This design comes from an exercise in tuning for small area on the open sky130 flow, not from production work.
Function was checked by simulation only, so behaviour that the tests miss may differ from the original.
Power figures rest on the tool's default switching activity, not on a simulated workload.

Setup of build 52:
// top_ip_i2c
module top_ip_i2c
(
    input       wire                PCLK,PRESETn  ,
    input       wire                PSEL,PENABLE  ,
    input       wire                PWRITE        ,
    input       wire    [31:0]      PADDR         ,
    input       wire    [31:0]      PWDATA        ,
    output      wire    [31:0]      PRDATA        ,
    output      wire                PREADY        ,
    output      wire                PSLVERR       ,
    output      wire                PINT          ,
    input       wire                sda_i         ,
    output      wire                sda_o         ,
    output      wire                scl_o         ,
    input       wire                scl_i
);
    function automatic [19:0] inc20(input [19:0] q);
        reg c; integer i;
        begin c = 1'b1; for (i = 0; i < 20; i = i + 1) begin inc20[i] = q[i] ^ c; c = c & q[i]; end end
    endfunction
    function automatic ge20(input [19:0] a, input [19:0] b);    
        reg g; integer i;
        begin g = 1'b1; for (i = 0; i < 20; i = i + 1) g = (a[i] & ~b[i]) | (~(a[i] ^ b[i]) & g); ge20 = g; end
    endfunction
    wire        setup   = PSEL & ~PENABLE;
    wire        wr      = setup &  PWRITE;
    wire        rd      = setup & ~PWRITE;
    wire [6:0]  idx     = PADDR[8:2];
    reg  [8:0]  tx_apb_addr;
    reg  [7:0]  tx_apb_data;
    reg  [7:0]  tx_apb_data_cnt;
    reg  [13:0] tx_ctrl;
    reg  [19:0] time_out;
    reg         irpt_en, tx_data_en;
    reg  [7:0]  prdata;
    reg         i2c_ready, reg_cmd, pint;
    wire [7:0]  status;
    wire [7:0]  rx_apb_data;
    wire        ms = tx_ctrl[13] & ~tx_ctrl[12];    
    wire        ss = ~tx_ctrl[13] & tx_ctrl[12];    
    always_ff @(posedge PCLK or negedge PRESETn)
    begin
        if (~PRESETn) begin
            tx_ctrl[13:12]  <= 2'd0;
            prdata          <= 8'd0;
        end else begin
            if (wr && idx == 7'd6)  tx_ctrl[13:12]  <= PWDATA[13:12];
            if (rd && idx == 7'd1)  prdata          <= status;
            else if (rd && idx == 7'd3) prdata      <= rx_apb_data;
        end
    end
    always_ff @(posedge PCLK)
    begin
        if (~PRESETn) begin
            tx_apb_addr     <= 9'd0;
            tx_apb_data     <= 8'd0;
            tx_apb_data_cnt <= 8'd0;
            tx_ctrl[11:0]   <= 12'd0;
            time_out        <= 20'd0;
            irpt_en         <= 1'b0;
  ...
Size: ~1100 cells after synthesis, roughly 110 I/O pins.
Settings: LEC_CHECK=0, CAP_MARGIN=20, CORE_MARGIN=2, CORE_UTILIZATION=65, PLACE_DENSITY=0.8, SLEW_MARGIN=20; clock period 10.0 ns.
standard.sh (not shown) runs the stock make flow with config.mk's settings and CLKGATE_MAP_FILE= SYNTH_SCRIPT=/design/flow/synth_recipe.tcl, a recipe that flattens the netlist after the stock synthesis.
==> flow/flow/run.sh <==
#!/bin/bash
# Own layout flow: the standard ORFS flow (standard.sh) with these changes:
#  - the port buffers that ORFS adds are the smallest buffer cell;
set -euo pipefail
W=$(pwd)
export CTS_ARGS='-sink_clustering_enable -repair_clock_nets -dont_use_dummy_load -buf_list sky130_fd_sc_hd__clkbuf_16 -sink_clustering_size 30 -sink_clustering_max_diameter 60'

sed -e "s#WORK_HOME=[^ ]*#WORK_HOME=$W/ref#" standard.sh > ref_standard.sh
bash ref_standard.sh synth > ref_synth.log 2>&1

# 2. This flow's synthesis script: the reference script with an area-oriented ABC call.
{
  cat <<'EOT'
proc abc {args} {
  set keep {}
  set skip 0
  foreach a $args {
    if {$skip} { set skip 0; continue }
    if {$a in {-script -constr -D}} { set skip 1; continue }
    lappend keep $a
  }
  yosys abc {*}$keep -script {+strash;&get,-n;&deepsyn,-T,60;&put;dch,-f;amap;topo}
}
EOT
  cat synth_recipe.tcl
} > area_synth.tcl

sed -e "s#SYNTH_SCRIPT=[^ ]*#SYNTH_SCRIPT=$W/area_synth.tcl ADDER_MAP_FILE= SYNTH_OPERATIONS_ARGS=-noshare 'BUFFER_PORTS_ARGS=-buffer_cell sky130_fd_sc_hd__buf_1'#" \
  standard.sh > area_standard.sh
bash area_standard.sh synth > area_synth.log 2>&1

ff_list() {
  python3 - "$1" <<'EOP'
import re, sys
txt = open(sys.argv[1]).read()
ffs = sorted(set(re.findall(r"^\s*(sky130_fd_sc_hd__(?:df|edf|sdf|sedf|dl)\w*)\s+(\S+)\s*\(", txt, re.M)))
for c, n in ffs:
    print(re.sub(r"_\d+$", "", c), n)
EOP
}
ff_list ref/results/sky130hd/top_ip_i2c/base/1_2_yosys.v > ref_regs.txt
ff_list orfs/results/sky130hd/top_ip_i2c/base/1_2_yosys.v > area_regs.txt
if cmp -s ref_regs.txt area_regs.txt && [[ -s ref_regs.txt ]]; then
  echo "registers match the reference synthesis ($(wc -l < ref_regs.txt))" | tee regs_check.log
  bash area_standard.sh > area_flow.log 2>&1
else
  echo "registers differ from the reference synthesis: standard flow" | tee regs_check.log
  diff ref_regs.txt area_regs.txt >> regs_check.log || true
  rm -rf orfs
  bash standard.sh > standard_flow.log 2>&1
fi
The final layout from build 52, which completed every stage, passed the timing, DRC and antenna checks at the end of the flow.
#### Input delta (build 60 over build 52)
diff --git a/flow/flow/run.sh b/flow/flow/run.sh
--- a/flow/flow/run.sh
+++ b/flow/flow/run.sh
@@ -6 +6 @@
-export CTS_ARGS='-sink_clustering_enable -repair_clock_nets -dont_use_dummy_load -buf_list sky130_fd_sc_hd__clkbuf_16 -sink_clustering_size 30 -sink_clustering_max_diameter 60'
+export CTS_ARGS='-sink_clustering_enable -repair_clock_nets -dont_use_dummy_load -buf_list sky130_fd_sc_hd__clkbuf_16 -sink_clustering_size 30 -sink_clustering_max_diameter 60 -root_buf sky130_fd_sc_hd__clkbuf_8'
@@ -22 +22 @@
-  yosys abc {*}$keep -script {+strash;&get,-n;&deepsyn,-T,60;&put;dch,-f;amap;topo}
+  yosys abc {*}$keep -script {+strash;&get,-n;&deepsyn,-J,500,-T,1200;&put;dch,-f;amap;topo}
--- outcome ---
Across both runs, achievable clock frequency was lower for build 60 than for build 52. Build 60 went all the way through the flow, and no timing, DRC or antenna check failed. Build 52 → build 60: all-layer global routing usage shrank by 0.75 points; area added between synthesis and finish went down by 0.36 points; final worst slack decreased by 0.23 ns relative to the old numbers. The lower share of the cycle needed by the critical path after routing of build 52 and build 60 is in build 52.
Here is what was changed in the inputs of build 72 compared with build 60.
Settings: CORE_UTILIZATION changed from 65 to 40; CTS_CLUSTER_DIAMETER newly set to 60; PLACE_DENSITY changed from 0.8 to 0.5; CTS_BUF_LIST newly set to sky130_fd_sc_hd__clkbuf_4 sky130_fd_sc_hd__clkbuf_8; CTS_CLUSTER_SIZE newly set to 20.
diff --git a/flow/flow/run.sh b/flow/flow/run.sh
--- a/flow/flow/run.sh
+++ b/flow/flow/run.sh
@@ -2,2 +1,0 @@
-# Own layout flow: the standard ORFS flow (standard.sh) with these changes:
-#  - the port buffers that ORFS adds are the smallest buffer cell;
@@ -6 +4 @@
-export CTS_ARGS='-sink_clustering_enable -repair_clock_nets -dont_use_dummy_load -buf_list sky130_fd_sc_hd__clkbuf_16 -sink_clustering_size 30 -sink_clustering_max_diameter 60 -root_buf sky130_fd_sc_hd__clkbuf_8'
+export CTS_ARGS='-sink_clustering_enable -repair_clock_nets -dont_use_dummy_load -buf_list {sky130_fd_sc_hd__clkbuf_8 sky130_fd_sc_hd__clkbuf_16} -sink_clustering_size 30 -sink_clustering_max_diameter 80'
@@ -22 +20 @@
-  yosys abc {*}$keep -script {+strash;&get,-n;&deepsyn,-J,500,-T,1200;&put;dch,-f;amap;topo}
+  yosys abc {*}$keep -script {+strash;dc2;dch,-f;amap;topo}
Notes after the runs:
In summary, build 72 completed successfully, with a layout that passed the timing, DRC and antenna checks. Compared with build 60, synthesized cell count in build 72 increased by a little under 10%. Summary of build 72 over build 60: fmax shrank by 0.048 GHz; final design instance area without fill increased about 7%. Per the comparison of build 72 with build 60, tap cell count increased 79%, final cell count without fillers increased about 18%. Synthesis-to-finish area growth on build 72 is up relative to build 60. Delta (build 72 minus build 60): sequential share of layout area shows a reduction of 3.2 points; sequential cell count shows no meaningful change.
#### Input delta (build 21 over build 72)
Settings: CTS_CLUSTER_SIZE: 20 -> unset; CTS_BUF_LIST: sky130_fd_sc_hd__clkbuf_4 sky130_fd_sc_hd__clkbuf_8 -> unset; CORE_UTILIZATION: 40 -> 65; CTS_CLUSTER_DIAMETER: 60 -> unset; PLACE_DENSITY: 0.5 -> 0.8.
diff --git a/flow/flow/run.sh b/flow/flow/run.sh
--- a/flow/flow/run.sh
+++ b/flow/flow/run.sh
@@ -1,0 +2,2 @@
+# Own layout flow: the standard ORFS flow (standard.sh) with these changes:
+#  - the port buffers that ORFS adds are the smallest buffer cell;
@@ -4 +6 @@
-export CTS_ARGS='-sink_clustering_enable -repair_clock_nets -dont_use_dummy_load -buf_list {sky130_fd_sc_hd__clkbuf_8 sky130_fd_sc_hd__clkbuf_16} -sink_clustering_size 30 -sink_clustering_max_diameter 80'
+export CTS_ARGS='-sink_clustering_enable -repair_clock_nets -dont_use_dummy_load -buf_list sky130_fd_sc_hd__clkbuf_16 -sink_clustering_size 30 -sink_clustering_max_diameter 60'
@@ -20 +22 @@
-  yosys abc {*}$keep -script {+strash;dc2;dch,-f;amap;topo}
+  yosys abc {*}$keep -script {+strash;&get,-n;&deepsyn,-J,500,-T,1200;&put;dch,-f;amap;topo}
==> run summary <==
The die used by build 21 is smaller than the one used by build 72. In build 21, the maximum clock rate came out 28% above the value in build 72. Going from build 72 to build 21, y dimension of the die fell by 37 um, fraction of layout instances using a drive strength above 1 moved down, power per standard cell area moved up, post-synthesis to final-layout area growth now sits lower. Number of ordinary and repair buffers in the finished layout shrinks by a little under 10% when moving from build 72 to build 21. Run comparison: build 72 destination of the critical timing path scl_o; build 21 destination of the critical timing path s_cnt_stretch[19]. Going from build 72 to build 21, number of vias after detailed routing shrank by a few percent.
## Diff of input files: build 81 against build 21
Settings: putting CTS_BUF_LIST at sky130_fd_sc_hd__clkbuf_4 sky130_fd_sc_hd__clkbuf_8 where nothing was set; putting CTS_CLUSTER_DIAMETER at 60 where nothing was set; swapping 0.8 for 0.5 in PLACE_DENSITY; swapping 65 for 40 in CORE_UTILIZATION; putting CTS_CLUSTER_SIZE at 20 where nothing was set.
diff --git a/flow/flow/run.sh b/flow/flow/run.sh
--- a/flow/flow/run.sh
+++ b/flow/flow/run.sh
@@ -2,2 +1,0 @@
-# Own layout flow: the standard ORFS flow (standard.sh) with these changes:
-#  - the port buffers that ORFS adds are the smallest buffer cell;
@@ -6 +3,0 @@
-export CTS_ARGS='-sink_clustering_enable -repair_clock_nets -dont_use_dummy_load -buf_list sky130_fd_sc_hd__clkbuf_16 -sink_clustering_size 30 -sink_clustering_max_diameter 60'
@@ -22 +19 @@
-  yosys abc {*}$keep -script {+strash;&get,-n;&deepsyn,-J,500,-T,1200;&put;dch,-f;amap;topo}
+  yosys abc {*}$keep -script {+strash;dc2;dch,-f;amap;topo}
[summary]
Measured against build 81, the routed wire length of build 21 comes out at 0.848 times the reference value. Compared to build 21, build 81 has routed length per instance about 1.8% lower. As of build 81, total routed wire length on the met1 layer had risen by more than a quarter compared to build 21. Diff build 21 -> build 81: cell count now sits higher; initial standard-cell utilization of the core now sits lower; switching component of the power now sits lower.
The inputs of build 4 differ from those of build 81 as listed below.
Settings: CTS_CLUSTER_SIZE removed (was 20); CTS_CLUSTER_DIAMETER removed (was 60); PLACE_DENSITY changed from 0.5 to 0.8; CTS_BUF_LIST removed (was sky130_fd_sc_hd__clkbuf_4 sky130_fd_sc_hd__clkbuf_8); CORE_UTILIZATION changed from 40 to 65.
diff --git a/flow/flow/run.sh b/flow/flow/run.sh
--- a/flow/flow/run.sh
+++ b/flow/flow/run.sh
@@ -1,0 +2,2 @@
+# Own layout flow: the standard ORFS flow (standard.sh) with these changes:
+#  - the port buffers that ORFS adds are the smallest buffer cell;
@@ -3,0 +6 @@
+export CTS_ARGS='-sink_clustering_enable -repair_clock_nets -dont_use_dummy_load -buf_list sky130_fd_sc_hd__clkbuf_16 -sink_clustering_size 30 -sink_clustering_max_diameter 60'
@@ -19 +22 @@
-  yosys abc {*}$keep -script {+strash;dc2;dch,-f;amap;topo}
+  yosys abc {*}$keep -script {+strash;&get,-n;&deepsyn,-T,60;&put;dch,-f;amap;topo}
==> run summary <==
Looking at worst-case register-to-register setup slack, build 4 sits 0.85 ns lower than build 81 does.
Going from build 81 to build 4, proportion of synthesized flip-flops having asynchronous set or reset roughly the same, core utilization increased by 27 points relative to the old numbers, synthesized cell count went down by 105, clock transition at the register clock pins on the worst setup and hold paths after CTS ~0 delta, maximum count of clock buffers along a single path flat.
In the floorplan summary, build 4 is listed with a die area less than that of build 81.
Of the two values seen for commonest non-fill, non-tap cell in the layout, sky130_fd_sc_hd__clkinv_1 was produced by build 4 and sky130_fd_sc_hd__nor2_1 by build 81.
Diff build 81 -> build 4 | overall via count from detail_route | decrease of 4.6%

[static timing again, ports no longer ideal]
The results above use ideal ports. As a check the final layouts listed here were re-extracted and re-timed, cells and wires unchanged. Step 1, drivers: a clkbuf_16 drives PCLK and a buf_2 each remaining input, both assumed. Step 2 times the ports against the registers' clock, not the clock port: input delays grow and output delays shrink by t, the midpoint of the rising clock arrivals with the driver on. Three values: no drivers, after step 1, after step 2; two values: the first two.
run	t, ns	setup slack, ns	worst setup path at the end
build 52	0.524	5.207 / 5.232 / 4.707	input to register
build 60	0.559	4.975 / 4.995 / 4.435	input to register
build 72	0.524	3.372 / 3.351 / 3.351	input to output
build 21	0.517	4.837 / 4.861 / 4.344	input to register
build 81	0.598	3.334 / 3.313 / 3.313	input to output
build 4	0.524	5.207 / 5.232 / 4.707	input to register
After both steps every run listed still meets setup and hold. For build 60, which loses most, drivers alone change the setup slack by +0.020 ns; drivers and shift together by -0.540 ns.
